This design comes from an exercise in tuning for small area on the open sky130 flow, not from production work.
In this exercise RTL edits were held to simulation tests only and were not proved equivalent to the original.
No run shown here takes its clock network from TritonCTS; it comes from the design's own scripts or RTL.
The flow treats the clock pin as an ideal source. Dropping or thinning the clock tree relies on that and would not hold on a real chip.
Power and IR drop assume default switching activity.

===== flow/run.sh =====
#!/bin/bash
# Layout flow: the standard flow (standard.sh) with these changes:
#  - after the standard synthesis, the combinational logic between the
#    registers is re-mapped for area (flow/resynth.tcl, trying the ABC
#    scripts in flow/abc/ and keeping the smallest); registers untouched;
#  - minimum-size port buffers;
#  - global placement not timing-driven (flow/pre_gpl.tcl removes the
#    synthesis buffers, as timing-driven placement would);
#  - the tie cells of constant outputs are paired so that no tie pin is left
#    unused (flow/ties_pair.tcl after floorplan, flow/ties_inv.tcl after
#    global placement);
#  - after global placement, the driver of a net with more than SPLIT_FANOUT
#    loads is duplicated per group of loads (flow/split_fanout.tcl);
#  - after CTS the clock tree is replaced by two buffers on the clock port,
#    each driving the registers near it (flow/clock_groups.tcl).
# Each tool's output goes to a log file of its own in this folder.
set -euo pipefail
F=$(pwd)/flow
R=$(pwd)/orfs/results/$FLOW_PLATFORM/Vending_Machine_Controller/base
LIB=$FLOW_HOME/platforms/$FLOW_PLATFORM/lib/sky130_fd_sc_hd__tt_025C_1v80.lib

bash standard.sh synth > make_synth.log 2>&1
cp $R/1_2_yosys.v std_synth.v
python3 $F/cellmodels.py $LIB cells.v > cellmodels.log 2>&1
RS_LIB=$LIB RS_CELLS=cells.v RS_IN=std_synth.v RS_TOP=$FLOW_TOP \
RS_DONT_USE="sky130_fd_sc_hd__probe_p_8 sky130_fd_sc_hd__probec_p_8 sky130_fd_sc_hd__lpflow_*" \
RS_ABC="$(ls $F/abc/*.abc | tr '\n' ' ')" RS_STAT=resynth_stat.txt RS_OUT=resynth.v \
  yosys -c $F/resynth.tcl > resynth.log 2>&1
cp resynth.v $R/1_2_yosys.v
SPLIT_FANOUT=25 CLOCK_GROUPS=3 CLOCK_GROUP_BUF=sky130_fd_sc_hd__clkbuf_4 bash standard.sh finish \
  "BUFFER_PORTS_ARGS=-buffer_cell sky130_fd_sc_hd__buf_1" \
  "CTS_ARGS=-sink_clustering_enable -repair_clock_nets -buf_list sky130_fd_sc_hd__clkbuf_4 -sink_clustering_size 50 -sink_clustering_max_diameter 400 -dont_use_dummy_load" \
  "PRE_GLOBAL_PLACE_TCL=$F/pre_gpl.tcl" \
  "POST_FLOORPLAN_TCL=$F/ties_pair.tcl" \
  "POST_GLOBAL_PLACE_TCL=$F/post_gpl.tcl" \
  "POST_CTS_TCL=$F/clock_groups.tcl" > make_finish.log 2>&1

===== flow/abc/ds0.abc =====
strash
&get -n
&deepsyn -I 1 -J 50 -S 0
&put
dch -f
amap

===== flow/abc/ds1.abc =====
strash
&get -n
&deepsyn -I 1 -J 50 -S 1
&put
dch -f
amap

===== flow/abc/ds10.abc =====
strash
&get -n
&deepsyn -I 1 -J 50 -S 10
&put
dch -f
amap

===== flow/abc/ds11.abc =====
strash
&get -n
&deepsyn -I 1 -J 50 -S 11
&put
dch -f
amap

===== flow/abc/ds12.abc =====
strash
&get -n
&deepsyn -I 1 -J 50 -S 12
&put
dch -f
amap

===== flow/abc/ds13.abc =====
strash
&get -n
&deepsyn -I 1 -J 50 -S 13
&put
dch -f
amap

===== flow/abc/ds14.abc =====
strash
&get -n
&deepsyn -I 1 -J 50 -S 14
&put
dch -f
amap

===== flow/abc/ds15.abc =====
strash
&get -n
&deepsyn -I 1 -J 50 -S 15
&put
dch -f
amap

===== flow/abc/ds2.abc =====
strash
&get -n
&deepsyn -I 1 -J 50 -S 2
&put
dch -f
amap

===== flow/abc/ds3.abc =====
strash
&get -n
&deepsyn -I 1 -J 50 -S 3
&put
dch -f
amap

===== flow/abc/ds4.abc =====
strash
&get -n
&deepsyn -I 1 -J 50 -S 4
&put
dch -f
amap

===== flow/abc/ds5.abc =====
strash
&get -n
&deepsyn -I 1 -J 50 -S 5
&put
dch -f
amap

===== flow/abc/ds6.abc =====
strash
&get -n
&deepsyn -I 1 -J 50 -S 6
&put
dch -f
amap

===== flow/abc/ds7.abc =====
strash
&get -n
&deepsyn -I 1 -J 50 -S 7
&put
dch -f
amap

===== flow/abc/ds8.abc =====
strash
&get -n
&deepsyn -I 1 -J 50 -S 8
&put
dch -f
amap

===== flow/abc/ds9.abc =====
strash
&get -n
&deepsyn -I 1 -J 50 -S 9
&put
dch -f
amap

===== flow/cellmodels.py =====
#!/usr/bin/env python3
"""Write Verilog models of the liberty's cells: combinational cells as assigns
of their liberty functions, every other cell (flip-flops, ties, ...) as a
blackbox with its pins.  Usage: cellmodels.py LIB OUT.v"""
import re, sys

def cells(text):
    i = 0
    for m in re.finditer(r'\n\s*cell\s*\(\s*"?([A-Za-z0-9_]+)"?\s*\)\s*\{', text):
        start = m.end()
        depth = 1
        j = start
        while depth:
            c = text[j]
            if c == '{':
                depth += 1
            elif c == '}':
                depth -= 1
            j += 1
        yield m.group(1), text[start:j - 1]

def pins(body):
    for m in re.finditer(r'\n\s*pin\s*\(\s*"?([A-Za-z0-9_]+)"?\s*\)\s*\{', body):
        start = m.end()
        depth = 1
        j = start
        while depth:
            c = body[j]
            if c == '{':
                depth += 1
            elif c == '}':
                depth -= 1
            j += 1
        pb = body[start:j - 1]
        # only this pin's own attributes, not nested groups
        flat = re.sub(r'\{[^{}]*\}', '', pb)
        while re.search(r'\{[^{}]*\}', flat):
            flat = re.sub(r'\{[^{}]*\}', '', flat)
        d = re.search(r'direction\s*:\s*"?(\w+)"?', flat)
        f = re.search(r'function\s*:\s*"([^"]*)"', flat)
        yield m.group(1), d.group(1) if d else None, f.group(1) if f else None

def main():
    text = open(sys.argv[1]).read()
    out = []
    for name, body in cells(text):
        ps = list(pins(body))
        seq = re.search(r'\n\s*(ff|latch|statetable)\s*\(', body) is not None
        ins = [p for p, d, f in ps if d == 'input']
        outs = [(p, f) for p, d, f in ps if d == 'output']
        others = [p for p, d, f in ps if d not in ('input', 'output')]
        comb = (not seq and outs and not others and all(f for p, f in outs)
                and all(re.fullmatch(r'[A-Za-z0-9_!&|^() ]+', f) for p, f in outs)
                and all(set(re.findall(r'[A-Za-z_][A-Za-z0-9_]*', f)) <= set(ins) for p, f in outs))
        decl = ', '.join([f'input {p}' for p in ins] + [f'output {p}' for p, f in outs]
                         + [f'inout {p}' for p in others])
        if comb:
            out.append(f'module {name}({decl});')
            for p, f in outs:
                out.append(f'  assign {p} = {f.replace("!", "~")};')
            out.append('endmodule')
        else:
            out.append(f'(* blackbox *) module {name}({decl});')
            out.append('endmodule')
    open(sys.argv[2], 'w').write('\n'.join(out) + '\n')

main()

===== flow/clock_groups.tcl =====
# After CTS: replace the clock tree by CLOCK_GROUPS buffers (cell
# CLOCK_GROUP_BUF) fed by the clock port, each driving the flip-flops of one
# group; the flip-flops are grouped by position (k-means) and each buffer is
# placed at its group's centre.  The placement is legalised again.
set block [ord::get_db_block]
set k $::env(CLOCK_GROUPS)
set master [[ord::get_db] findMaster $::env(CLOCK_GROUP_BUF)]
set clk_net [[$block findBTerm clk] getNet]
# every clock buffer below the port, and every other clock pin (the sinks)
set bufs {}
set sinks {}
set todo [list $clk_net]
while {[llength $todo]} {
  set n [lindex $todo 0]
  set todo [lrange $todo 1 end]
  foreach it [$n getITerms] {
    if {![$it isInputSignal]} { continue }
    set inst [$it getInst]
    if {[string match "sky130_fd_sc_hd__clkbuf_*" [[$inst getMaster] getName]]} {
      lappend bufs $inst
      lappend todo [[$inst findITerm X] getNet]
    } else {
      lappend sinks $it
    }
  }
}
foreach b $bufs {
  set o [[$b findITerm X] getNet]
  foreach it [$o getITerms] { if {[$it getInst] ne $b} { $it disconnect } }
  odb::dbInst_destroy $b
  odb::dbNet_destroy $o
}
foreach it $sinks { $it disconnect }
# k-means on the sinks' positions, started from the sinks sorted along x
set pts {}
foreach it $sinks {
  set b [[$it getInst] getBBox]
  lappend pts [list [expr {([$b xMin] + [$b xMax]) / 2}] [expr {([$b yMin] + [$b yMax]) / 2}]]
}
set n [llength $pts]
set order [lsort -integer -indices -index 0 [lmap p $pts {lindex $p 0}]]
set cent {}
for {set g 0} {$g < $k} {incr g} {
  lappend cent [lindex $pts [lindex $order [expr {int(($g + 0.5) * $n / $k)}]]]
}
for {set iter 0} {$iter < 50} {incr iter} {
  set assign {}
  foreach p $pts {
    set best 0; set bd 1e30
    for {set g 0} {$g < $k} {incr g} {
      lassign [lindex $cent $g] cx cy
      set d [expr {abs([lindex $p 0] - $cx) + abs([lindex $p 1] - $cy)}]
      if {$d < $bd} { set bd $d; set best $g }
    }
    lappend assign $best
  }
  set new {}
  for {set g 0} {$g < $k} {incr g} {
    set sx 0; set sy 0; set c 0
    foreach p $pts a $assign { if {$a == $g} { set sx [expr {$sx + [lindex $p 0]}]; set sy [expr {$sy + [lindex $p 1]}]; incr c } }
    if {$c} { lappend new [list [expr {$sx / $c}] [expr {$sy / $c}]] } else { lappend new [lindex $cent $g] }
  }
  set cent $new
}
for {set g 0} {$g < $k} {incr g} {
  set buf [odb::dbInst_create $block $master "clkbuf_group_$g"]
  set net [odb::dbNet_create $block "clknet_group_$g"]
  $net setSigType CLOCK
  [$buf findITerm A] connect $clk_net
  [$buf findITerm X] connect $net
  set c 0
  foreach it $sinks a $assign { if {$a == $g} { $it connect $net; incr c } }
  lassign [lindex $cent $g] cx cy
  $buf setLocation [expr {int($cx)}] [expr {int($cy)}]
  $buf setPlacementStatus PLACED
  puts "clock_groups: $buf drives $c clock pins"
}
puts "clock_groups: [llength $bufs] tree buffers replaced by $k"
detailed_placement
check_placement -verbose

===== flow/post_gpl.tcl =====
# After global placement: tie pins (ties_inv.tcl), then high-fanout nets
# (split_fanout.tcl).
set here [file dirname [info script]]
source $here/ties_inv.tcl
source $here/split_fanout.tcl

===== flow/pre_gpl.tcl =====
# Global placement runs without timing-driven mode (no buffering of
# high-fanout nets while placing); remove synthesis buffers here instead, as
# timing-driven mode would.
remove_buffers

===== flow/resynth.tcl =====
# Re-map the combinational logic of the standard synthesis's netlist for area.
# The flip-flops are blackboxes here, so every register keeps its instance,
# name and cell type; only the logic between them is re-synthesised.  Each
# ABC script in RS_ABC is tried in turn and the smallest result is kept.
yosys -import
set lib $::env(RS_LIB)
read_verilog $::env(RS_CELLS)
read_verilog $::env(RS_IN)
hierarchy -top $::env(RS_TOP)
flatten
opt_clean -purge
hierarchy -top $::env(RS_TOP)
read_liberty -lib -ignore_redef $lib
techmap
opt -fast
design -save base
set du {}
foreach c $::env(RS_DONT_USE) { lappend du -dont_use $c }
set best_area 1e30
set best_script ""
foreach script $::env(RS_ABC) {
  design -load base
  abc -liberty $lib {*}$du -script $script
  opt_clean -purge
  tee -q -o rs_try.txt stat -liberty $lib
  set f [open rs_try.txt r]; set txt [read $f]; close $f
  if {![regexp {Chip area for module [^:]*: ([0-9.]+)} $txt -> area]} { continue }
  puts "RESYNTH $script area $area"
  if {$area < $best_area} {
    set best_area $area
    set best_script $script
    design -save best
  }
}
puts "RESYNTH best $best_script area $best_area"
design -load best
setundef -zero
splitnets
opt_clean -purge
hilomap -singleton -hicell sky130_fd_sc_hd__conb_1 HI -locell sky130_fd_sc_hd__conb_1 LO
insbuf -buf sky130_fd_sc_hd__buf_4 A X
opt_clean -purge
check -assert -mapped
tee -o $::env(RS_STAT) stat -liberty $lib
write_verilog -noattr -nohex -nodec $::env(RS_OUT)

===== flow/split_fanout.tcl =====
# Nets of more than SPLIT_FANOUT loads (the decoded screen text drives up to
# 37 port buffers around the die): the loads are grouped by position and the
# driving gate is duplicated for each further group, each copy placed at its
# group's centre, instead of leaving the resizer to add large buffers.
set block [ord::get_db_block]
set maxfo $::env(SPLIT_FANOUT)
proc kmeans {pts k} {
  set n [llength $pts]
  set order [lsort -integer -indices [lmap p $pts {expr {[lindex $p 0] + [lindex $p 1]}}]]
  set cent {}
  for {set g 0} {$g < $k} {incr g} {
    lappend cent [lindex $pts [lindex $order [expr {int(($g + 0.5) * $n / $k)}]]]
  }
  set assign {}
  for {set iter 0} {$iter < 50} {incr iter} {
    set assign {}
    foreach p $pts {
      set best 0; set bd 1e30
      for {set g 0} {$g < $k} {incr g} {
        lassign [lindex $cent $g] cx cy
        set d [expr {abs([lindex $p 0] - $cx) + abs([lindex $p 1] - $cy)}]
        if {$d < $bd} { set bd $d; set best $g }
      }
      lappend assign $best
    }
    set new {}
    for {set g 0} {$g < $k} {incr g} {
      set sx 0; set sy 0; set c 0
      foreach p $pts a $assign { if {$a == $g} { set sx [expr {$sx + [lindex $p 0]}]; set sy [expr {$sy + [lindex $p 1]}]; incr c } }
      if {$c} { lappend new [list [expr {$sx / $c}] [expr {$sy / $c}]] } else { lappend new [lindex $cent $g] }
    }
    set cent $new
  }
  return [list $assign $cent]
}
set count 0
foreach net [$block getNets] {
  if {[$net getSigType] ne "SIGNAL"} { continue }
  if {[llength [$net getBTerms]]} { continue }
  set drv ""; set loads {}
  foreach it [$net getITerms] {
    if {[$it isOutputSignal]} { set drv $it } elseif {[$it isInputSignal]} { lappend loads $it }
  }
  set n [llength $loads]
  if {$drv eq "" || $n <= $maxfo} { continue }
  set inst [$drv getInst]
  set master [$inst getMaster]
  if {[llength [$inst getITerms]] > 8} { continue }
  set mname [$master getName]
  if {[string match "*conb*" $mname] || [string match "*df*" $mname]} { continue }
  set k [expr {int(ceil(double($n) / $maxfo))}]
  set pts {}
  foreach it $loads {
    set b [[$it getInst] getBBox]
    lappend pts [list [expr {([$b xMin] + [$b xMax]) / 2}] [expr {([$b yMin] + [$b yMax]) / 2}]]
  }
  lassign [kmeans $pts $k] assign cent
  for {set g 0} {$g < $k} {incr g} {
    lassign [lindex $cent $g] cx cy
    if {$g == 0} {
      set gi $inst
    } else {
      set gi [odb::dbInst_create $block $master "split_${count}_$g"]
      set gnet [odb::dbNet_create $block "split_net_${count}_$g"]
      foreach it [$inst getITerms] {
        if {[$it isInputSignal] && [$it getNet] ne "NULL"} {
          [$gi findITerm [[$it getMTerm] getName]] connect [$it getNet]
        }
      }
      [$gi findITerm [[$drv getMTerm] getName]] connect $gnet
      foreach it $loads a $assign {
        if {$a == $g} { $it disconnect; $it connect $gnet }
      }
    }
    $gi setLocation [expr {int($cx)}] [expr {int($cy)}]
    $gi setPlacementStatus PLACED
  }
  puts "split_fanout: [$net getName] ($n loads, [$master getName]) split in $k"
  incr count
}
puts "split_fanout: $count nets split"

===== flow/ties_inv.tcl =====
# Ties left using only their LO pin: for each pair of them, keep one and drive
# the other's port from an inverter fed by the kept cell's HI pin, so no tie
# pin is left unconnected.  Runs after port buffering and global placement.
set block [ord::get_db_block]
set lo_only {}
foreach inst [$block getInsts] {
  if {[[$inst getMaster] getName] ne "sky130_fd_sc_hd__conb_1"} { continue }
  set hn [[$inst findITerm HI] getNet]
  set ln [[$inst findITerm LO] getNet]
  if {$ln ne "NULL" && $hn eq "NULL"} { lappend lo_only $inst }
}
# pair nearest neighbours greedily
set inv_master [[ord::get_db] findMaster sky130_fd_sc_hd__inv_1]
set left $lo_only
set k 0
while {[llength $left] >= 2} {
  set a [lindex $left 0]
  set left [lrange $left 1 end]
  lassign [$a getLocation] ax ay
  set best -1; set bd 1e18
  for {set j 0} {$j < [llength $left]} {incr j} {
    lassign [[lindex $left $j] getLocation] bx by
    set d [expr {abs($bx-$ax)+abs($by-$ay)}]
    if {$d < $bd} { set bd $d; set best $j }
  }
  set b [lindex $left $best]
  set left [lreplace $left $best $best]
  lassign [$b getLocation] bx by
  set bt [$b findITerm LO]
  set pnet [$bt getNet]
  $bt disconnect
  odb::dbInst_destroy $b
  set inv [odb::dbInst_create $block $inv_master "tie_inv_$k"]
  set hnet [odb::dbNet_create $block "tie_inv_net_$k"]
  [$a findITerm HI] connect $hnet
  [$inv findITerm A] connect $hnet
  [$inv findITerm Y] connect $pnet
  $inv setLocation $bx $by
  $inv setPlacementStatus PLACED
  incr k
}
puts "ties_inv: made $k inverters"

===== flow/ties_pair.tcl =====
# Pair tie cells: after repair_tie_fanout each constant output port has a
# conb_1 of its own, using only one of its two pins.  Give a port tied low the
# LO pin of a cell that already drives a port tied high, and delete its own
# cell, so both pins of the kept cell are used.
set block [ord::get_db_block]
set hi_only {}
set lo_only {}
foreach inst [$block getInsts] {
  if {[[$inst getMaster] getName] ne "sky130_fd_sc_hd__conb_1"} { continue }
  set hn [[$inst findITerm HI] getNet]
  set ln [[$inst findITerm LO] getNet]
  if {$hn ne "NULL" && $ln eq "NULL"} { lappend hi_only $inst }
  if {$ln ne "NULL" && $hn eq "NULL"} { lappend lo_only $inst }
}
set n [expr {min([llength $hi_only], [llength $lo_only])}]
puts "ties_pair: [llength $hi_only] high-only, [llength $lo_only] low-only ties; pairing $n"
for {set i 0} {$i < $n} {incr i} {
  set h [lindex $hi_only $i]
  set l [lindex $lo_only $i]
  set lt [$l findITerm LO]
  set net [$lt getNet]
  $lt disconnect
  [$h findITerm LO] connect $net
  odb::dbInst_destroy $l
}

===== standard.sh =====
#!/bin/bash
# synth_recipe.tcl (not shown) runs the flow's synth.tcl, then flattens the netlist and writes it again
# the make line also repeats each setting of config.mk as NAME=value (left out here)
make -C /OpenROAD-flow-scripts/flow DESIGN_CONFIG=/design/flow/config.mk WORK_HOME=/design/flow/orfs CLKGATE_MAP_FILE= SYNTH_SCRIPT=/design/flow/synth_recipe.tcl "${@:-finish}"

===== config.mk =====
export PLATFORM = sky130hd
export DESIGN_NAME = Vending_Machine_Controller
export DESIGN_NICKNAME = Vending_Machine_Controller
export VERILOG_FILES = /design/flow/design.v
export SDC_FILE = /design/flow/constraint.sdc
export NUM_CORES = 8
export LEC_CHECK = 0
export CAP_MARGIN = 0
export CORE_AREA = 5 5 151 151
export DIE_AREA = 0 0 156 156
export GPL_TIMING_DRIVEN = 0
export SLEW_MARGIN = 0

===== constraint.sdc =====
create_clock -name core_clock -period 30.0 [get_ports {clk}]
set_input_delay 6.0000 -clock core_clock [delete_from_list [all_inputs] [get_ports {clk}]]
set_output_delay 6.0000 -clock core_clock [all_outputs]
set_load 0.01 [all_outputs]

===== design.v =====
module Vending_Machine_Controller(
input clk, input reset, input  conf_switch,input i_nickel, input i_dime, input i_quarter,
input sw0, input sw1, input sw2, input sw3,
output reg  oled_Soda, output reg  oled_Chips, output reg  oled_ProteinBar,
output reg  oled_Water,output reg oled_Error,
 output [3:0] o_costMSB, output [3:0] o_costLSB,
 output [3:0] o_moneyMSB, output [3:0] o_moneyLSB,
 output reg [127:0] Page0, output reg [127:0] Page1, output reg [127:0] Page2, output reg [127:0] Page3
    );
    localparam [2:0] ZI = 3'd1,   
                     ZB = 3'd6,   
                     ZS = 3'd2,   
                     ZE = 3'd0,   
                     ZX = 3'd4,   
                     ZD = 3'd7,   
                     ZK = 3'd5,   
                     ZC = 3'd3;   
    reg [2:0] z;
    reg nx;
    reg [3:0] r;     
    reg [4:0] md;    
    reg ovf;         
    reg [4:0] cd;    
    assign o_costMSB = cd[4:1];
    assign o_costLSB = {1'b0, cd[0], 1'b0, cd[0]};
    assign o_moneyMSB = md[4:1];
    assign o_moneyLSB = {1'b0, md[0], 1'b0, md[0]};
    wire [3:0] sw = {sw3, sw2, sw1, sw0};
    wire too_much = (sw3 & (sw0 | sw1 | sw2)) | (sw1 & sw2);
    reg [4:0] c;
    always @* begin
        case (sw)
            4'b0001: c = 5'd5;
            4'b0010: c = 5'd10;
            4'b0100: c = 5'd13;
            4'b1000: c = 5'd16;
            4'b0011: c = 5'd15;
            4'b0101: c = 5'd18;
            default: c = 5'd0;
        endcase
    end
    wire [4:0] base = ovf ? 5'd19 : md;
    wire init_br = reset || ((z == ZI || z == ZC) && !nx);
    wire sel_br = (z == ZI && nx) || (z == ZB && !nx) || z == ZS || z == ZE || z == ZX;
    wire disp_br = z == ZB && nx;
    wire first_chg = z == ZD || z == ZK;
    wire [4:0] coin = {3'b000, i_dime, i_nickel} + (i_quarter ? 5'd5 : 5'd0);
    wire [4:0] opnd = sel_br ? coin : ~cd;
    wire [5:0] sum = {1'b0, base} + {1'b0, opnd} + {5'd0, !sel_br};
    wire s_ok = sum <= 6'd19;
    wire short = (sum == 6'd0) || (sum < {1'b0, c});
    wire disc = sw0 & sw2;
    always @(posedge clk) begin
        if (init_br) begin
            z <= ZI;
            nx <= !reset;
            r <= 4'd0;
            md <= 5'd0;
            ovf <= 1'b0;
            cd <= 5'd0;
        end else if (sel_br) begin
            r <= sw;
            if (!too_much) cd <= c;
            if (s_ok) begin
                md <= sum[4:0];
                ovf <= 1'b0;
            end else
                ovf <= 1'b1;
            nx <= 1'b0;
            if (!conf_switch) z <= ZB;
            else if (too_much) z <= ZX;
            else if (short) z <= ZE;
            else if (sw == 4'd0) z <= ZS;
            else begin
                z <= ZB;
                nx <= 1'b1;
            end
        end else if (disp_br) begin
            r <= sw;
            if (disc) cd <= cd - 5'd2;
            z <= disc ? ZK : ZD;
            nx <= 1'b0;
        end else begin
            if (first_chg) begin
                md <= sum[4:0];
                ovf <= 1'b0;
            end
            z <= ZC;
            nx <= |sw;
        end
    end
    localparam [127:0] T0 = "ENEB344         ",
                       T1 = "Vending Machine ",
                       T2 = "Giovanni Argueta",
                       BL = "                ",
                       M0 = "Water:SW3=0     ",
                       M1 = "Chips:SW2=0     ",
                       M2 = "PB:SW1=0DC:SW0=0",
                       BUY = "Buy: SW4=1      ",
                       SEL = "Select a prod   ",
                       ENT = "Enter more money",
                       DES = "Deselect prod(s)",
                       DSP = "....Dipensing...",
                       DIS = "Discount!20c off",
                       H0 = "Here's your     ",
                       H1 = "Change          ",
                       H2 = "Turn off all sws",
                       H3 = "to buy again    ";
    always @* begin
        oled_Water = 1'b0; oled_Chips = 1'b0; oled_ProteinBar = 1'b0; oled_Soda = 1'b0;
        oled_Error = 1'b0;
        case (z)
            ZI: begin
                Page0 = T0; Page1 = T1; Page2 = T2; Page3 = BL;
            end
            ZD, ZK: begin
                Page0 = BL; Page1 = BL; Page2 = DSP; Page3 = (z == ZK) ? DIS : BL;
                {oled_Soda, oled_ProteinBar, oled_Chips, oled_Water} = r;
            end
            ZC: begin
                Page0 = H0; Page1 = H1; Page2 = H2; Page3 = H3;
                {oled_Soda, oled_ProteinBar, oled_Chips, oled_Water} = r;
            end
            default: begin
                Page0 = M0 | {80'd0, 7'd0, r[0], 40'd0};
                Page1 = M1 | {80'd0, 7'd0, r[1], 40'd0};
                Page2 = M2 | {56'd0, 7'd0, r[2], 56'd0, 7'd0, r[3]};
                case (z)
                    ZS: Page3 = SEL;
                    ZE: Page3 = ENT;
                    ZX: Page3 = DES;
                    default: Page3 = BUY;
                endcase
                oled_Error = z != ZB;
            end
        endcase
    end
endmodule

==> metrics.md, run 1 <==
| Metric | Value |
|---|---|
| Status | complete, no violations |
| Crit path cell chain | clkinv_1 -> nor2_2 -> clkinv_1 -> nor2_1 -> clkinv_1 -> o21ai_0 -> buf_1 |
| CTS sink count | 19 |
| Crit path required time | around 24 ns |
| FF-to-FF path depth | 27 |
| Crit path max fanout | 34 |
| Die area | between 20000 and 25000 sq um |
| Mean post-synth cell area | between 7 and 8 sq um |
| Worst-path clk slew | about 0.080 ns |
| WL per Instance | 14.5 um |
| Hold Path Class | reg -> reg |
| Layout cells sized above 1 | 0.839% |
| Pwr Total | 619 uW |
| Diode count | 0 |
| DRC Markers | 0 |
| MaxCap Viol Count | 0 |
| Final wirelength | 14400 um |
| Tmin final | between 10 and 15 ns |
| Drt first-iter violations | about 190 |
| Layout area overhead | -33.1% |
| Final TNS setup | 0 ns |
| Grt ovf | 0 |
| Setup crit end kind | output port |
| Pleak | around 0.0018 uW |
| Fin util | roughly 17% |
| Multi-input combinational cell area | 1120 sq um |
| Worst path max stage delay | 0.90 ns |
| First-pass GRT wire length | 17900 um |
| Vias in the first global route | around 2900 |
| Peak VDD IR | ~120 uV |
| Synth Cell Area | 5230 sq um |
| Die Wd | 156 um |
| Die Y | between 150 and 200 um |
| Row count | 53 |
| Number of buffers added on ports | 345 |
| Placed Area | about 3500 sq um |
| Final setup fails | 0 |
| CP dominant cell by count | clkinv_1 |
| Slew Viols, Final | 0 |
| Global Route Usage Sum | ~9.6% |
| Post-DRT Antenna Nets | 0 |
| Non-filler cells in the finished layout | 990 |
| Worst R2R Setup Slack | ~22 ns |
| Hold Crit Depth | 2 |
| Vias per inst | 3.58 |
| Critical-path top delay cell | nor2_2 |
| Worst Hold End | md[3] |
| IO Pins | around 540 |
| Placed instance count | between 900 and 1000 |
| DR vias | around 3500 |
| Slew HR | between 20 and 30% |
| Setup CP Type | reg -> out |
| Pwr dens | 177 nW/um^2 |
| Hold wc startpoint | md[3] |
| Unrepaired setup endpoints after global routing | false |
| Yosys Warn Count | 1 |
| Initial Utilization | 24.9% |
| Fill count | ~2500 |
| CP Launch Point | z[0] |
| Worst-margin pin slew | between 1 and 1.5 ns |
| Clk latency of the worst-skew pair | roughly 0.15 ns |
| Final #Nets | approximately 830 |
| Core box area | ~21000 sq um |
| Clock skew | just under 0.01 ns |
| Largest net degree at the start of global routing | 35 |
| FF-to-FF End | md[2] |
| Cells after Synth | 745 |
| Register area | approximately 380 sq um |
| Fin crit share | between 30% and 40% |
| CP Launch Type | flip-flop |
| Reg2reg start | z[1] |
| Design area | about 3500 sq um |
| Post-DP HPWL | 12700 um |
| Fmax | between 90 and 100 MHz |
| TritonRoute pass-1 iters | 4 |
| Endpoints failing hold | 0 |
| Worst EP arrival | about 4.7 ns |
| Initial antenna violation count | 0 |
[sequential cells by signal (all words and copies together) (netlist names)]
register	count
cd	5
md	5
r	4
z	3
nx	1
ovf	1
[per-stage QoR]
stage,setup WS [ns],hold slack (ns)
finish,19.26,0.484
global route,18.58,0.541
detailed placement,18.80,0.472
global placement,17.06,0.472
floorplan,19.02,0.449
[where the power goes]
group,internal (uW),total (uW),switching (uW)
combinational,146,559,413
clock,4.77,11.4,6.61
sequential,32.5,48.0,15.5
[per-layer routing]
metal,share of wire [%],track usage [%],vias up
met5,0,0,-
met2,51,16.8,239
met1,38,12.0,1560
li1,-,-,1734
met4,1.7,2.58,0
met3,9.9,1.97,10
[layout make-up]
type,count,area share (%)
timing repair buffer,345,37.0
tap,275,9.84
sequential,19,10.9
inverter,88,9.44
buffer,3,0.644
multi-input combinational,260,32.2
[worst max-delay path: cells and delay by family, from the launching register on]
kind / cells / cell delay [ns]
flip-flops: 1 / 0.84
buffers and inverters: 4 / 1.87
AND/OR/NAND/NOR: 2 / 1.71
AO/OA/AOI/OAI: 1 / 0.15
[worst max-delay path by stage]
stage,slack [ns],end,cells past startpoint
final,19.26,Page1[40],7
after global routing,18.58,Page1[40],7
after detailed placement,18.80,Page1[40],7
after global placement,17.06,Page1[40],7
after floorplan,19.02,Page1[40],7
[cells in the final DEF (no fill, tap or decap), types with 2 or more instances in the layout]
master and n:
nor2_2 2, a31oi_1 3, clkinv_1 39, buf_1 345, a21oi_1 20, o21a_1 2, conb_1 99, a311oi_1 3
clkbuf_4 3, or2_0 2, nand2_1 21, o22ai_1 4, a211oi_1 2, inv_1 49, dfxtp_1 18, o21ai_0 24
nand3_1 2, nor2_1 66
==> inputs of run 2 (changes only) <==
--- a/flow/run.sh
+++ b/flow/run.sh
@@ -29,3 +29,3 @@
 cp resynth.v $R/1_2_yosys.v
-SPLIT_FANOUT=25 CLOCK_GROUPS=3 CLOCK_GROUP_BUF=sky130_fd_sc_hd__clkbuf_4 bash standard.sh finish \
+SPLIT_FANOUT=25 CLOCK_GROUPS=2 CLOCK_PULL=0.5 CLOCK_GROUP_BUF=sky130_fd_sc_hd__clkbuf_4 bash standard.sh finish \
   "BUFFER_PORTS_ARGS=-buffer_cell sky130_fd_sc_hd__buf_1" \
--- a/flow/clock_groups.tcl
+++ b/flow/clock_groups.tcl
@@ -3,3 +3,4 @@
 # group; the flip-flops are grouped by position (k-means) and each buffer is
-# placed at its group's centre.  The placement is legalised again.
+# placed at its group's centre; the group's flip-flops are moved towards it
+# by the fraction CLOCK_PULL.  The placement is legalised again.
 set block [ord::get_db_block]
@@ -73,2 +74,10 @@
   lassign [lindex $cent $g] cx cy
+  # pull the group's flip-flops towards its buffer by CLOCK_PULL (0..1)
+  foreach it $sinks a $assign {
+    if {$a != $g} { continue }
+    set inst [$it getInst]
+    lassign [$inst getLocation] ix iy
+    set f $::env(CLOCK_PULL)
+    $inst setLocation [expr {int($ix + $f * ($cx - $ix))}] [expr {int($iy + $f * ($cy - $iy))}]
+  }
   $buf setLocation [expr {int($cx)}] [expr {int($cy)}]
==> run 2 against run 1 <==
Critical path depth unchanged. Critical endpoint unchanged. Critical path type unchanged. Clock skew increased by 0.0082 ns. Sequential power grew 2%. Register-to-register slack lost 0.11 ns. Area after synthesis did not move. Sequential cell count is the same. Total power barely moved. Worst hold slack better by 0.011 ns.
==> metrics.md, run 2 <==
| Metric | Value |
|---|---|
| Largest net degree at the start of global routing | 35 |
| Grt ovf | 0 |
| Number of buffers added on ports | 345 |
| Register area | around 380 sq um |
| Global Route Usage Sum | around a tenth |
| Post-DP HPWL | between 10000 and 15000 um |
| Worst EP arrival | 4.80 ns |
| Reg2reg start | z[1] |
| IO Pins | roughly 540 |
| Status | complete, no violations |
| Setup CP Type | reg -> out |
| Crit path max fanout | 34 |
| Fill count | 2462 |
| Endpoints failing hold | 0 |
| Peak VDD IR | between 100 and 150 uV |
| Drt first-iter violations | 165 |
| Die Wd | 156 um |
| TritonRoute pass-1 iters | 4 |
| Diode count | 0 |
| Hold Crit Depth | 2 |
| Setup crit end kind | output port |
| Cells after Synth | between 700 and 800 |
| Pwr Total | between 600 and 700 uW |
| Layout area overhead | -33.3% |
| CP top delay family | buffers and inverters |
| Die area | between 20000 and 25000 sq um |
| DRC Markers | 0 |
| Buffers and inverters on the worst path | 4 |
| Sw Ratio | between 70% and 80% |
| Hold wc startpoint | md[3] |
| Unrepaired setup endpoints after global routing | false |
| Crit path cell chain | clkinv_1 -> nor2_2 -> clkinv_1 -> nor2_1 -> clkinv_1 -> o21ai_0 -> buf_1 |
| Vias per inst | 3.59 |
| Pleak | 0.00176 uW |
| Synth Cell Area | between 5000 and 6000 sq um |
| Layout cells sized above 1 | less than 1% |
| Most frequent cells in the layout | buf_1 (345), conb_1 (99), nor2_1 (66) |
| MaxCap Viol Count | 0 |
| Final setup fails | 0 |
| Vias in the first global route | a little under 3000 |
| Tmin final | around 11 ns |
| Clk latency of the worst-skew pair | roughly 0.17 ns |
| Worst path max stage delay | slightly below 0.9 ns |
| Switch Pwr | 437 uW |
| DR vias | 3546 |
| Final #Nets | 824 |
| First-pass GRT wire length | 18100 um |
| CP dominant cell by count | clkinv_1 |
| Critical-path top delay cell | nor2_2 |
| Worst Hold End | md[3] |
| Pwr dens | ~180 nW/um^2 |
| FF-to-FF End | md[2] |
| Worst-margin pin slew | 1.09 ns |
| Fmax | a little over 90 MHz |
| Initial Utilization | between 20 and 25% |
| WL per Instance | about 15 um |
| Slew Viols, Final | 0 |
| Worst R2R Setup Slack | 22.22 ns |
| CTS sink count | 19 |
| Commonest non-fill, non-tap cell in the layout | buf_1 |
| Cell-internal power | around 180 uW |
| Clock skew | around 0.018 ns |
| Placed Area | 3470 sq um |
| Flop pwr share | 7.9% |
| Final TNS setup | 0 ns |
| Multi-input combinational cell area | around 1100 sq um |
| Fin crit share | ~36% |
| Power share of the clock group | 1.6% |
| Final wirelength | 14500 um |
| Hold Path Class | reg -> reg |
| Row count | 53 |
| Die Y | between 150 and 200 um |
| Slew HR | approximately 27% |
| FF-to-FF path depth | 27 |
| Design area | between 3000 and 4000 sq um |
| Worst-path clk slew | roughly 0.11 ns |
| Mean post-synth cell area | between 7 and 8 sq um |
| Initial antenna violation count | 0 |
| Biggest regs | cd: 5 flops, md: 5 flops, r: 4 flops |
| Fin util | 16.6% |
| Yosys Warn Count | 1 |
| Combinational power share | ~91% |
| Crit path required time | ~24 ns |
| CP Launch Type | flip-flop |
| Core box area | 21000 sq um |
| Post-DRT Antenna Nets | 0 |
[run 2: layout make-up]
type	count	share of cell area, %
Buffer	2	0.430
Sequential cell	19	10.9
Multi-Input combinational cell	260	32.2
Inverter	88	9.46
Timing Repair Buffer	345	37.1
Tap cell	275	9.86
[run 2: metal layers]
metal  GRT usage (%)  up-vias  share of wire, %
li1                -     1724                 -
met1            12.1     1565                38
met2            17.0      247                51
met3            1.72       10               9.4
met4            2.63        0               1.7
met5               0        -                 0
[run 2: per-stage QoR]
step	std cells	hold WS, ns	setup WS (ns)
final	989	0.495	19.20
after global placement	983	0.472	17.06
after detailed placement	987	0.472	18.80
after global routing	989	0.546	18.50
after floorplan	940	0.449	19.02
[run 2: worst reg2reg max path, delay by kind of cell, from the launching register on]
kind,cells,cell delay (ns)
buffers and inverters,4,1.65
AO/OA/AOI/OAI,12,1.98
AND/OR/NAND/NOR,11,3.58
flip-flops,1,0.48
[run 2: worst max-delay path by stage]
stage          start         to  slack (ns)  cells past startpoint
2_1_floorplan   z[0]  Page1[40]       19.02                      7
3_3_place_gp    z[0]  Page1[40]       17.06                      7
3_5_place_dp    z[0]  Page1[40]       18.80                      7
5_1_grt         z[0]  Page1[40]       18.50                      7
6_report        z[0]  Page1[40]       19.20                      7
[run 2: power by group through the flow]
stage / sequential [uW] / combinational (uW) / clock, uW
after floorplan: 40.9 / 697 / 0
after detailed placement: 49.1 / 570 / 0
after global routing: 50.7 / 617 / 10.8
final: 48.8 / 560 / 9.74
after global placement: 48.5 / 571 / 0
==> inputs of run 3 (changes only) <==
--- a/design.v
+++ b/design.v
@@ -9,15 +9,14 @@
     );
-    localparam [2:0] ZI = 3'd1,   
-                     ZB = 3'd6,   
-                     ZS = 3'd2,   
-                     ZE = 3'd0,   
-                     ZX = 3'd4,   
-                     ZD = 3'd7,   
-                     ZK = 3'd5,   
-                     ZC = 3'd3;   
+    localparam [2:0] ZI = 3'd3,   
+                     ZB = 3'd5,   
+                     ZP = 3'd4,   
+                     ZS = 3'd7,   
+                     ZE = 3'd6,   
+                     ZX = 3'd2,   
+                     ZD = 3'd1,   
+                     ZC = 3'd0;   
     reg [2:0] z;
-    reg nx;
     reg [3:0] r;     
     reg [4:0] md;    
-    reg ovf;         
+    reg ovf;
     reg [4:0] cd;    
@@ -28,2 +27,3 @@
     wire [3:0] sw = {sw3, sw2, sw1, sw0};
+    wire disc = sw0 & sw2;
     wire too_much = (sw3 & (sw0 | sw1 | sw2)) | (sw1 & sw2);
@@ -42,6 +42,6 @@
     wire [4:0] base = ovf ? 5'd19 : md;
-    wire init_br = reset || ((z == ZI || z == ZC) && !nx);
-    wire sel_br = (z == ZI && nx) || (z == ZB && !nx) || z == ZS || z == ZE || z == ZX;
-    wire disp_br = z == ZB && nx;
-    wire first_chg = z == ZD || z == ZK;
+    wire init_br = (z == ZI && ovf) || (z == ZC && !ovf);
+    wire sel_br = (z == ZI && !ovf) || z == ZB || z == ZS || z == ZE || z == ZX;
+    wire disp_br = z == ZP;
+    wire first_chg = z == ZD;
     wire [4:0] coin = {3'b000, i_dime, i_nickel} + (i_quarter ? 5'd5 : 5'd0);
@@ -51,10 +51,14 @@
     wire short = (sum == 6'd0) || (sum < {1'b0, c});
-    wire disc = sw0 & sw2;
     always @(posedge clk) begin
-        if (init_br) begin
+        if (reset) begin
             z <= ZI;
-            nx <= !reset;
+            ovf <= 1'b1;
             r <= 4'd0;
             md <= 5'd0;
+            cd <= 5'd0;
+        end else if (init_br) begin
+            z <= ZI;
             ovf <= 1'b0;
+            r <= 4'd0;
+            md <= 5'd0;
             cd <= 5'd0;
@@ -68,3 +72,2 @@
                 ovf <= 1'b1;
-            nx <= 1'b0;
             if (!conf_switch) z <= ZB;
@@ -73,6 +76,3 @@
             else if (sw == 4'd0) z <= ZS;
-            else begin
-                z <= ZB;
-                nx <= 1'b1;
-            end
+            else z <= ZP;
         end else if (disp_br) begin
@@ -80,11 +80,7 @@
             if (disc) cd <= cd - 5'd2;
-            z <= disc ? ZK : ZD;
-            nx <= 1'b0;
+            z <= ZD;
         end else begin
-            if (first_chg) begin
-                md <= sum[4:0];
-                ovf <= 1'b0;
-            end
+            if (first_chg) md <= sum[4:0];
             z <= ZC;
-            nx <= |sw;
+            ovf <= |sw;
         end
@@ -115,4 +111,4 @@
             end
-            ZD, ZK: begin
-                Page0 = BL; Page1 = BL; Page2 = DSP; Page3 = (z == ZK) ? DIS : BL;
+            ZD: begin
+                Page0 = BL; Page1 = BL; Page2 = DSP; Page3 = (r[0] & r[2]) ? DIS : BL;
                 {oled_Soda, oled_ProteinBar, oled_Chips, oled_Water} = r;
@@ -133,3 +129,3 @@
                 endcase
-                oled_Error = z != ZB;
+                oled_Error = z == ZS || z == ZE || z == ZX;
             end
==> run 3 against run 2 <==
First-iteration DRC count increased by 36%. Register-to-register slack improved by 2.7 ns. Area after synthesis decreased by 0.29%. Routed wire length increased by 3.9%. Still clean. Sequential share of layout area decreased by 0.58 points. Die area unchanged. Total power decreased by 7.3%. Sequential power decreased by 9.8%.
==> metrics.md, run 3 <==
| Metric | Value |
|---|---|
| Initial Utilization | about 25% |
| Slew HR | 17.2% |
| Final setup fails | 0 |
| Multi-input combinational cell area | roughly 1200 sq um |
| Final #Nets | roughly 800 |
| Slew Viols, Final | 0 |
| Crit path cell chain | clkinv_1 -> nand2_1 -> nor2_1 -> clkinv_1 -> nor3_2 -> or2_0 -> nor2_1 -> nor2_1 -> buf_1 |
| Clk latency of the worst-skew pair | 0.16 ns |
| Non-filler cells in the finished layout | a little under 1000 |
| Placed instance count | 980 |
| Hold wc startpoint | md[3] |
| Post-DP HPWL | ~13000 um |
| Biggest regs | cd: 5 flops, md: 5 flops, r: 4 flops |
| Largest net degree at the start of global routing | 30 |
| DP Worst Slack | about 19 ns |
| Grt ovf | 0 |
| Pwr dens | about 160 nW/um^2 |
| Row count | 53 |
| Worst R2R Setup Slack | roughly 25 ns |
| Die Y | 156 um |
| Worst-path clk slew | 0.10 ns |
| Crit path required time | ~24 ns |
| Number of buffers added on ports | between 300 and 400 |
| Layout cells sized above 1 | 0.849% |
| Die Wd | between 150 and 200 um |
| Reg2reg start | z[2] |
| Worst Hold End | md[3] |
| Worst EP arrival | 4.39 ns |
| CP Launch Type | flip-flop |
| Peak VDD IR | roughly 110 uV |
| Pleak | around 0.0017 uW |
| Unrepaired setup endpoints after global routing | false |
| WL per Instance | between 15 and 20 um |
| Global Route Usage Sum | around a tenth |
| Endpoints failing hold | 0 |
| Vias in the first global route | roughly 2800 |
| FF-to-FF End | md[4] |
| Layout area overhead | -33.2% |
| MaxCap Viol Count | 0 |
| Synth Cell Area | between 5000 and 6000 sq um |
| IO Pins | roughly 540 |
| Worst-margin pin slew | 1.24 ns |
| Worst path max stage delay | roughly 0.85 ns |
| Critical-path top delay cell | nor2_1 |
| Initial antenna violation count | 0 |
| Fin util | 16.6% |
| Post-DRT Antenna Nets | 0 |
| Crit path max fanout | 19 |
| Most frequent cells in the layout | buf_1 (345), conb_1 (99), nor2_1 (70) |
| Fmax | about 96 MHz |
| Hold Path Class | reg -> reg |
| CP dominant cell by count | nor2_1 |
| Fill count | 2468 |
| Core box area | 21000 sq um |
| Final wirelength | roughly 15000 um |
| Register area | 360 sq um |
| Die area | roughly 24000 sq um |
| Fin crit share | about 35% |
| Mean post-synth cell area | 7.07 sq um |
| TritonRoute pass-1 iters | 4 |
| Clock skew | between 0.015 and 0.02 ns |
| Placed Area | ~3500 sq um |
| Setup crit end kind | output port |
| Hold Crit Depth | 2 |
| DRC Markers | 0 |
| Worst setup margin | 19.61 ns |
| Cells after Synth | 738 |
| Final TNS setup | 0 ns |
| Design area | 3480 sq um |
| DR vias | 3493 |
| Diode count | 0 |
| Commonest non-fill, non-tap cell in the layout | buf_1 |
| Tmin final | around 10 ns |
| Drt first-iter violations | 225 |
| Setup CP Type | reg -> out |
| Yosys Warn Count | 1 |
| Vias per inst | approximately 3.6 |
| CTS sink count | 18 |
| First-pass GRT wire length | about 19000 um |
| Status | complete, no violations |
| FF-to-FF path depth | 18 |
[run 3: metrics by stage]
step	hold slack, ns	power, uW
3_5_place_dp	0.472	573
6_report	0.493	573
2_1_floorplan	0.450	684
5_1_grt	0.522	634
3_3_place_gp	0.480	571
[run 3: worst max-delay path: cells and delay by family, from the launching register on]
family,cells,cell delay (ns)
and+or+nand+nor,6,2.48
buffers and inverters,3,1.24
DFF,1,0.48
[run 3: worst max path at each step]
stage               from  cells past startpoint  slack (ns)   endpoint
floorplan           z[2]                      7       20.14  Page0[40]
global placement    z[2]                      7       18.66  Page0[40]
detailed placement  z[2]                      6       19.07  Page3[92]
global route        z[2]                      9       19.03  Page3[73]
finish              z[2]                      9       19.61  Page3[73]
[run 3: routing by layer]
layer	routed length, um	track usage (%)	part of all wire (%)	vias to the layer above
met3	1780	3.41	12	5
met2	7560	17.5	50	231
met1	5690	12.8	38	1553
met4	80	1.17	0.53	0
li1	-	-	-	1704
met5	0	0	0	-
[run 3: cell type report]
cell class                 instances  share of cell area [%]
sequential                        18                    10.3
tap                              275                    9.88
buffer                             2                   0.431
timing repair buffer             345                    37.2
multi-input combinational        262                    33.5
inverter                          80                    8.62
[run 3: power breakdown]
| part | internal, uW | total [uW] | switching (uW) |
|---|---|---|---|
| logic | 136 | 520 | 384 |
| clock network | 3.19 | 8.88 | 5.69 |
| registers | 32.0 | 44.0 | 12.0 |
==> inputs of run 4 (changes only) <==
--- a/design.v
+++ b/design.v
@@ -48,5 +48,5 @@
     wire [4:0] opnd = sel_br ? coin : ~cd;
-    wire [5:0] sum = {1'b0, base} + {1'b0, opnd} + {5'd0, !sel_br};
-    wire s_ok = sum <= 6'd19;
-    wire short = (sum == 6'd0) || (sum < {1'b0, c});
+    wire [4:0] sum = base + opnd + {4'd0, !sel_br};
+    wire s_ok = !(sum[4] & (sum[3] | sum[2]));
+    wire short = (sum == 5'd0) || (sum < c);
     always @(posedge clk) begin
@@ -61,3 +61,3 @@
             ovf <= 1'b0;
-            r <= 4'd0;
+            r <= sw;
             md <= 5'd0;
@@ -79,3 +79,3 @@
             r <= sw;
-            if (disc) cd <= cd - 5'd2;
+            if (disc) cd[4:1] <= {cd[4] & cd[1], cd[3] | (cd[4] & ~cd[1]), (cd[3] & cd[2] & cd[1]) | (cd[4] & ~cd[1]), ~cd[1]};
             z <= ZD;
==> run 4 against run 3 <==
Setup slack worse by 1.1 ns. Sequential power fell by 3%. Sequential cell count did not move. Area after synthesis shrank 0.41%. Synthesized cell count rose by 0.68%. Fmax decreased by 9.6%. Clock power is 5.3% higher. Sequential share of layout area up 0.094 points. Core utilization fell by 0.15 points. Critical path depth is the same. Global-route usage shrank 0.17 points. Clock skew down 0.015 ns. Critical path type unchanged. Largest cell class unchanged. Largest power group unchanged.
==> metrics.md, run 4 <==
| Metric | Value |
|---|---|
| Largest net degree at the start of global routing | 26 |
| Diode count | 0 |
| Grt ovf | 0 |
| Crit path max fanout | 25 |
| Worst EP arrival | roughly 5.5 ns |
| Post-DP HPWL | 13300 um |
| Pwr Total | ~600 uW |
| Combinational power share | between 90% and 100% |
| Commonest non-fill, non-tap cell in the layout | buf_1 |
| Hold Path Class | reg -> reg |
| Number of buffers added on ports | between 300 and 400 |
| WL per Instance | 15.1 um |
| Placed Area | between 3000 and 4000 sq um |
| Hold Crit Depth | 2 |
| Setup crit end kind | output port |
| Worst setup margin | 18.51 ns |
| Status | complete, no violations |
| Die area | around 24000 sq um |
| Vias per inst | between 3 and 4 |
| Most frequent cells in the layout | buf_1 (345), conb_1 (99), nor2_1 (59) |
| Slew Viols, Final | 0 |
| DR vias | 3595 |
| Clk latency of the worst-skew pair | 0.16 ns |
| Design area | 3450 sq um |
| Peak VDD IR | around 98 uV |
| Die Y | around 160 um |
| Biggest regs | cd: 5 flops, md: 5 flops, r: 4 flops |
| Sw Ratio | between 70% and 80% |
| Grt met3 use | ~1.4% |
| Post-DRT Antenna Nets | 0 |
| Fmax | about 87 MHz |
| GR Util met2 | between 10% and 20% |
| CP Launch Type | flip-flop |
| Mean post-synth cell area | approximately 7 sq um |
| Initial antenna violation count | 0 |
| Endpoints failing hold | 0 |
| First-pass GRT wire length | approximately 19000 um |
| Final #Nets | between 800 and 900 |
| Yosys Warn Count | 1 |
| Fin crit share | 38.3% |
| Pwr dens | around 170 nW/um^2 |
| Power share of the clock group | under 10% |
| Setup CP Type | reg -> out |
| Layout cells sized above 1 | less than 1% |
| Worst-path clk slew | 0.10 ns |
| Final TNS setup | 0 ns |
| Clock skew | 0.00125 ns |
| DRC Markers | 0 |
| Slew HR | between 20 and 25% |
| Unrepaired setup endpoints after global routing | false |
| Initial Utilization | between 20% and 30% |
| Final setup fails | 0 |
| Tmin final | 11.49 ns |
| IO Pins | between 500 and 600 |
| DP Worst Slack | about 18 ns |
| Fin util | 16.4% |
| Row count | between 50 and 60 |
| Flop pwr share | just over 7% |
| Drt first-iter violations | 199 |
| Vias in the first global route | around 2800 |
| Global Route Usage Sum | 10.0% |
| MaxCap Viol Count | 0 |
| CTS sink count | 18 |
| TritonRoute pass-1 iters | 5 |
| FF-to-FF path depth | 17 |
| Cells after Synth | about 740 |
| Grt met1 use | roughly 13% |
| Pleak | 0.00175 uW |
| Crit path required time | 24.00 ns |
| Most used routing layer in global routing | met2 |
| Cell-internal power | 175 uW |
| Final wirelength | approximately 15000 um |
| Layout area overhead | -33.6% |
| Worst-margin pin slew | 1.19 ns |
| Die Wd | around 160 um |
| Core box area | between 20000 and 25000 sq um |
| Switch Pwr | between 400 and 500 uW |
| Synth Cell Area | a little over 5000 sq um |
==> run 4: cell type report <==
| type | instances | area (sq um) |
|---|---|---|
| fillers | 2472 | 17600 |
| repair buffers | 345 | 1290 |
| multi-input cells | 257 | 1100 |
| flip-flops and latches | 18 | 360 |
| well taps | 275 | 344 |
| inverters | 90 | 338 |
| plain buffers | 2 | 15.0 |
==> run 4: critical path, cell delays in order (launching register included) <==
cell and delay [ns]:
dfxtp_1 0.42, nor2_1 0.93, clkinv_1 0.63, nor2_2 0.88
clkinv_1 0.55, nand3_1 0.52, clkinv_1 0.28, nor2_1 0.64
nor2_1 0.25, buf_1 0.20
==> run 4: stage by stage <==
step	hold slack (ns)	std cells
5_1_grt	0.530	987
3_3_place_gp	0.473	981
6_report	0.491	987
2_1_floorplan	0.452	938
3_5_place_dp	0.474	985
==> run 4: power groups by stage <==
stage | Combinational [uW] | Clock [uW] | Sequential, uW
floorplan | 690 | 0 | 38.1
global placement | 550 | 0 | 41.9
detailed placement | 551 | 0 | 43.1
global route | 597 | 10.0 | 44.5
finish | 544 | 9.35 | 42.5
==> run 4: final timing paths <==
check                           startpoint   endpoint  slack (ns)
worst max-delay path                  z[1]  Page3[70]       18.51
worst min register to register       md[3]      md[3]        0.49
worst min-delay path                 md[3]      md[3]        0.49
worst max register to register        z[2]      md[4]       24.00
==> run 4: metal layers <==
layer / vias up / share of wire [%]
met5: - / 0
met4: 0 / 0.80
met3: 2 / 8.8
met2: 252 / 52
met1: 1619 / 39
li1: 1722 / -
==> inputs of run 5 (changes only) <==
--- a/flow/run.sh
+++ b/flow/run.sh
@@ -31,2 +31,3 @@
   "BUFFER_PORTS_ARGS=-buffer_cell sky130_fd_sc_hd__buf_1" \
+  "IO_PLACER_V=met2 met4" \
   "CTS_ARGS=-sink_clustering_enable -repair_clock_nets -buf_list sky130_fd_sc_hd__clkbuf_4 -sink_clustering_size 50 -sink_clustering_max_diameter 400 -dont_use_dummy_load" \
--- a/flow/resynth.tcl
+++ b/flow/resynth.tcl
@@ -27,2 +27,5 @@
   if {![regexp {Chip area for module [^:]*: ([0-9.]+)} $txt -> area]} { continue }
+  # keep only a fully mapped result
+  set unmapped [string trim [tee -q -s result.string select -list t:\$*]]
+  if {$unmapped ne ""} { puts "RESYNTH $script not fully mapped"; continue }
   puts "RESYNTH $script area $area"
--- a/config.mk
+++ b/config.mk
@@ -8,4 +8,4 @@
 export CAP_MARGIN = 0
-export CORE_AREA = 5 5 151 151
-export DIE_AREA = 0 0 156 156
+export CORE_AREA = 5 5 115 115
+export DIE_AREA = 0 0 120 120
 export GPL_TIMING_DRIVEN = 0
==> run 5 against run 4 <==
Via count is 7.0% higher. Worst hold slack better by 0.011 ns. Synthesized cell count stayed put. Sequential share of layout area is 0.41 points higher. Clock power is 4.3% higher. Routed wire length is 1.6% lower. Critical path type unchanged. Critical endpoint is now Page3[94]. Largest power group unchanged. Highest routed layer unchanged.
==> metrics.md, run 5 <==
| Metric | Value |
|---|---|
| Sw Ratio | between 70% and 80% |
| Critical-path top delay cell | nor2_1 |
| Tmin final | 10.61 ns |
| Reg2reg start | z[2] |
| IO Pins | ~540 |
| Final wirelength | about 15000 um |
| Diode count | 0 |
| CP Launch Type | flip-flop |
| Hold Path Class | reg -> reg |
| Grt ovf | 0 |
| TritonRoute pass-1 iters | 4 |
| Final TNS setup | 0 ns |
| CTS sink count | 18 |
| Cells after Synth | 743 |
| Worst-path clk slew | around 0.1 ns |
| Flop pwr share | under 10% |
| CP Launch Point | z[1] |
| Initial antenna violation count | 0 |
| Power share of the clock group | between 1.5 and 2% |
| Fill count | 1391 |
| DR vias | approximately 3800 |
| Met1 wire length | 5460 um |
| Pwr dens | approximately 180 nW/um^2 |
| Worst-margin pin slew | around 1.0 ns |
| Worst R2R Setup Slack | 24.11 ns |
| Met2 routed WL | 7260 um |
| Initial Utilization | a little over two fifths |
| Combinational power share | between 90% and 100% |
| Commonest non-fill, non-tap cell in the layout | buf_1 |
| Row count | 40 |
| Cell-internal power | between 150 and 200 uW |
| Synth Cell Area | between 5000 and 6000 sq um |
| Layout area overhead | -36.1% |
| Most frequent cells in the layout | buf_1 (345), conb_1 (99), nor2_1 (57) |
| Vias per inst | ~4.5 |
| Die Y | between 100 and 150 um |
| Global Route Usage Sum | 17.0% |
| Layout cells sized above 1 | less than 1% |
| Setup crit end kind | output port |
| Final #Nets | between 800 and 900 |
| Slew HR | 30.4% |
| FF-to-FF path depth | 17 |
| Core box area | about 12000 sq um |
| Biggest regs | cd: 5 flops, md: 5 flops, r: 4 flops |
| Crit path required time | roughly 24 ns |
| Endpoints failing hold | 0 |
| Die area | 14400 sq um |
| Final setup fails | 0 |
| Setup CP Type | reg -> out |
| Yosys Warn Count | 1 |
| Worst Setup EP | Page3[94] |
| Unrepaired setup endpoints after global routing | false |
| Post-DRT Antenna Nets | 0 |
| Slew Viols, Final | 0 |
| MaxCap Viol Count | 0 |
| Routed wl met3 | 1360 um |
| Worst path max stage delay | ~0.84 ns |
| Crit path max fanout | 22 |
| Post-DP HPWL | 12700 um |
| Status | complete, no violations |
| Switch Pwr | between 400 and 500 uW |
| DRC Markers | 0 |
| Mean post-synth cell area | approximately 7 sq um |
| First-pass GRT wire length | 19300 um |
| FF-to-FF End | md[1] |
| Die Wd | 120 um |
| Clk latency of the worst-skew pair | between 0.15 and 0.2 ns |
| Worst EP arrival | approximately 4.6 ns |
| Largest net degree at the start of global routing | 29 |
| Number of buffers added on ports | 345 |
| Crit path cell chain | nor2_1 -> clkinv_1 -> nor2_2 -> buf_8 -> clkinv_1 -> nand3_1 -> clkinv_1 -> nor2_1 -> nor2_1 -> buf_1 |
| Highest routed layer | met4 |
| Pleak | 0.00177 uW |
| WL per Instance | 17.0 um |
| Peak VDD IR | roughly 74 uV |
| Pwr Total | between 600 and 700 uW |
| Drt first-iter violations | around 240 |
| Vias in the first global route | approximately 3100 |
| Fin crit share | between 30% and 40% |
| Clock skew | about 0.0013 ns |
| Fmax | roughly 94 MHz |
[run 5: worst max-delay path: cells and delay by family (launching register included)]
kind	cells	cell delay (ns)
flops	1	0.39
simple gates	5	2.54
buf+inv	5	1.49
[run 5: layout make-up]
| type | instances | area (sq um) | share of cell area (%) |
|---|---|---|---|
| buffer | 2 | 15.0 | 0.452 |
| inverter | 90 | 338 | 10.2 |
| multi-input combinational | 257 | 1100 | 33.2 |
| sequential | 18 | 360 | 10.8 |
| tap | 147 | 184 | 5.54 |
| timing repair buffer | 347 | 1320 | 39.8 |
[run 5: worst min-delay path by stage]
stage | from | end | depth (start not counted)
2_1_floorplan | md[1] | md[1] | 2
3_3_place_gp | md[2] | md[2] | 2
3_5_place_dp | md[2] | md[2] | 2
5_1_grt | r[1] | r[1] | 2
6_report | r[1] | r[1] | 2
[run 5: routing by layer]
metal / up-vias / global-route usage [%]
met1: 1630 / 20.9
li1: 1722 / -
met2: 360 / 29.6
met3: 134 / 3.82
met5: - / 0
met4: 0 / 4.58
[run 5: through the flow]
step           hold slack, ns  cell area (sq um)  utilization, %  instances  setup WS, ns
6_report                0.502               3320            27.8        861         19.39
5_1_grt                 0.526               3320            27.8        861         18.76
3_5_place_dp            0.466               3290            27.5        858         18.82
3_3_place_gp            0.470               3260            27.2        853         17.26
2_1_floorplan           0.452               5930               -        938         19.95
[run 5: power by group through the flow]
stage / clock [uW] / sequential, uW / combinational [uW]
2_1_floorplan: 0 / 38.1 / 690
3_3_place_gp: 0 / 40.7 / 552
3_5_place_dp: 0 / 41.5 / 554
5_1_grt: 10.5 / 42.9 / 599
6_report: 9.75 / 41.3 / 553
==> inputs of run 6 (changes only) <==
--- a/design.v
+++ b/design.v
@@ -18,3 +18,4 @@
     reg [2:0] z;
-    reg [3:0] r;     
+    reg [3:0] nr;
+    wire [3:0] r = ~nr;
     reg [4:0] md;    
@@ -29,14 +30,3 @@
     wire too_much = (sw3 & (sw0 | sw1 | sw2)) | (sw1 & sw2);
-    reg [4:0] c;
-    always @* begin
-        case (sw)
-            4'b0001: c = 5'd5;
-            4'b0010: c = 5'd10;
-            4'b0100: c = 5'd13;
-            4'b1000: c = 5'd16;
-            4'b0011: c = 5'd15;
-            4'b0101: c = 5'd18;
-            default: c = 5'd0;
-        endcase
-    end
+    wire [4:0] c = {sw3 | disc, sw1 | (sw2 & ~sw0), sw0 ^ sw2, sw1 | disc, sw0 ^ sw2};
     wire [4:0] base = ovf ? 5'd19 : md;
@@ -46,3 +36,3 @@
     wire first_chg = z == ZD;
-    wire [4:0] coin = {3'b000, i_dime, i_nickel} + (i_quarter ? 5'd5 : 5'd0);
+    wire [4:0] coin = {1'b0, i_quarter & i_dime & i_nickel, i_quarter & ~(i_dime & i_nickel), i_dime ^ (i_nickel & i_quarter), i_nickel ^ i_quarter};
     wire [4:0] opnd = sel_br ? coin : ~cd;
@@ -50,3 +40,3 @@
     wire s_ok = !(sum[4] & (sum[3] | sum[2]));
-    wire short = (sum == 5'd0) || (sum < c);
+    wire short = sum < {c[4:1], c[0] | (sw == 4'd0)};
     always @(posedge clk) begin
@@ -55,3 +45,3 @@
             ovf <= 1'b1;
-            r <= 4'd0;
+            nr <= 4'b1111;
             md <= 5'd0;
@@ -61,3 +51,3 @@
             ovf <= 1'b0;
-            r <= sw;
+            nr <= 4'b1111;
             md <= 5'd0;
@@ -65,3 +55,3 @@
         end else if (sel_br) begin
-            r <= sw;
+            nr <= ~sw;
             if (!too_much) cd <= c;
@@ -78,3 +68,3 @@
         end else if (disp_br) begin
-            r <= sw;
+            nr <= ~sw;
             if (disc) cd[4:1] <= {cd[4] & cd[1], cd[3] | (cd[4] & ~cd[1]), (cd[3] & cd[2] & cd[1]) | (cd[4] & ~cd[1]), ~cd[1]};
--- a/flow/run.sh
+++ b/flow/run.sh
@@ -31,3 +31,2 @@
   "BUFFER_PORTS_ARGS=-buffer_cell sky130_fd_sc_hd__buf_1" \
-  "IO_PLACER_V=met2 met4" \
   "CTS_ARGS=-sink_clustering_enable -repair_clock_nets -buf_list sky130_fd_sc_hd__clkbuf_4 -sink_clustering_size 50 -sink_clustering_max_diameter 400 -dont_use_dummy_load" \
--- a/config.mk
+++ b/config.mk
@@ -8,4 +8,4 @@
 export CAP_MARGIN = 0
-export CORE_AREA = 5 5 115 115
-export DIE_AREA = 0 0 120 120
+export CORE_AREA = 5 5 151 151
+export DIE_AREA = 0 0 156 156
 export GPL_TIMING_DRIVEN = 0
==> run 6 against run 5 <==
Sequential cell count unchanged. Design area grew 4.1%. Still clean. Area after synthesis down 0.31%.
==> metrics.md, run 6 <==
| Metric | Value |
|---|---|
| Most frequent cells in the layout | buf_1 (345), conb_1 (99), nor2_1 (62) |
| Worst Hold End | md[1] |
| Crit path required time | between 20 and 25 ns |
| Post-DP HPWL | approximately 15000 um |
| Endpoints failing hold | 0 |
| Unrepaired setup endpoints after global routing | false |
| Worst EP arrival | ~4.7 ns |
| Global Route Usage Sum | between 10 and 15% |
| Clk latency of the worst-skew pair | between 0.15 and 0.2 ns |
| Status | complete, no violations |
| Synth Cell Area | between 5000 and 6000 sq um |
| DR vias | 3570 |
| CTS sink count | 18 |
| Hold wc startpoint | md[1] |
| Grt ovf | 0 |
| Layout cells sized above 1 | less than 1% |
| CP Launch Point | z[2] |
| Final setup fails | 0 |
| Initial antenna violation count | 0 |
| DRC Markers | 0 |
| Final TNS setup | 0 ns |
| Layout area overhead | -33.2% |
| Die Wd | between 150 and 200 um |
| Commonest non-fill, non-tap cell in the layout | buf_1 |
| Number of buffers added on ports | about 350 |
| Hold Crit Depth | 2 |
| Tmin final | approximately 11 ns |
| Vias per inst | 3.65 |
| Post-DRT Antenna Nets | 0 |
| CP Launch Type | flip-flop |
| Slew HR | about 6.6% |
| Fin crit share | ~36% |
| Row count | 53 |
| Crit path max fanout | 24 |
| First-pass GRT wire length | around 20000 um |
| Hold Path Class | reg -> reg |
| Reg2reg start | z[2] |
| Setup crit end kind | output port |
| Pwr dens | approximately 180 nW/um^2 |
| FF-to-FF path depth | 16 |
| Final #Nets | 813 |
| Largest net degree at the start of global routing | 25 |
| Drt first-iter violations | 144 |
| Initial Utilization | between 20 and 25% |
| Setup CP Type | reg -> out |
| Final wirelength | ~16000 um |
| Worst R2R Setup Slack | approximately 25 ns |
| Vias in the first global route | 2935 |
| TritonRoute pass-1 iters | 4 |
| Mean post-synth cell area | roughly 7.1 sq um |
| Peak VDD IR | approximately 61 uV |
| Clock skew | slightly above 0.02 ns |
| MaxCap Viol Count | 0 |
| Cells after Synth | approximately 730 |
| Core box area | between 20000 and 25000 sq um |
| Pleak | 0.00176 uW |
| Slew Viols, Final | 0 |
| IO Pins | roughly 540 |
| Worst-path clk slew | 0.10 ns |
| Biggest regs | cd: 5 flops, md: 5 flops, nr: 4 flops |
| Yosys Warn Count | 1 |
| Worst setup margin | between 15 and 20 ns |
| Fmax | about 94 MHz |
| Fill count | between 2000 and 2500 |
| Diode count | 0 |
| Worst-margin pin slew | ~1.4 ns |
| Die area | about 24000 sq um |
| FF-to-FF End | md[0] |
| Die Y | ~160 um |
| DP Worst Slack | 18.45 ns |
| WL per Instance | 16.8 um |
run 6: worst max-delay path, stage by stage (launching register included):
cell      delay, ns
dfxtp_1        0.48
clkinv_1       0.34
nand2_1        0.62
nor2_1         0.77
buf_6          0.24
clkinv_1       0.46
nor3_2         0.61
buf_8          0.21
clkinv_1       0.14
o21ai_0        0.22
buf_1          0.39
run 6: worst max path at each step:
stage                            end  depth (start not counted)  slack [ns]
after floorplan            Page3[10]                          8       20.52
after global placement     Page3[94]                          8       16.65
after detailed placement  Page3[102]                          9       18.45
after global routing       Page3[70]                         10       18.78
final                      Page3[96]                         10       19.33
run 6: power breakdown:
group,total (uW),switching (uW),internal [uW]
Sequential,45.7,13.4,32.2
Combinational,553,411,141
Clock,8.62,5.43,3.19
Total,607,430,177
run 6: area by class of cell:
cell class	count	area, sq um	share of cell area (%)
Multi-Input combinational cell	256	1120	32.3
Inverter	80	300	8.68
Timing Repair Buffer	347	1320	38.2
Tap cell	275	344	9.95
Sequential cell	18	360	10.4
Buffer	2	15.0	0.434
run 6: per-layer routing:
| layer | share of wire (%) | global-route usage (%) | up-vias | wire, um |
|---|---|---|---|---|
| li1 | - | - | 1690 | - |
| met1 | 38 | 14.0 | 1598 | 6210 |
| met2 | 49 | 19.4 | 268 | 8140 |
| met3 | 11 | 3.33 | 14 | 1880 |
| met4 | 1.4 | 2.04 | 0 | 226 |
| met5 | 0 | 0 | - | 0 |
run 6: per-stage QoR:
stage          cells  cell area [sq um]  power [uW]  hold slack (ns)  util, %
6_report         978               3460         607            0.495     16.5
5_1_grt          978               3460         668            0.510     16.5
3_5_place_dp     975               3430         608            0.479     16.3
3_3_place_gp     971               3400         603            0.472     16.2
2_1_floorplan    928               5910         718            0.449        -

==> port drivers added, routing unchanged <==
The results above use ideal ports. As a check the final layouts listed here were re-extracted and re-timed, cells and wires unchanged. Step 1 assumes that a clkbuf_16 drives the clock port and a buf_2 every other input. Step 2 moves the port delays by t, midway between the first and last clock arrival at a register: inputs arrive t later, outputs are due t later. That takes back most of the time a late clock gives input paths. Slacks: no drivers / after step 1 / after step 2; pairs: no drivers / after step 1.
run	shift t [ns]	setup slack, ns	worst register clock-pin slew, ns
run 1	0.184	19.262 / 19.220 / 19.404	0.08 / 0.08
run 2	0.197	19.200 / 19.163 / 19.360	0.11 / 0.11
run 3	0.188	19.607 / 19.572 / 19.760	0.10 / 0.10
run 4	0.186	18.509 / 18.479 / 18.666	0.10 / 0.10
run 5	0.192	19.385 / 19.355 / 19.546	0.10 / 0.10
run 6	0.181	19.331 / 19.300 / 19.481	0.10 / 0.10
After both steps every run listed still meets setup and hold.
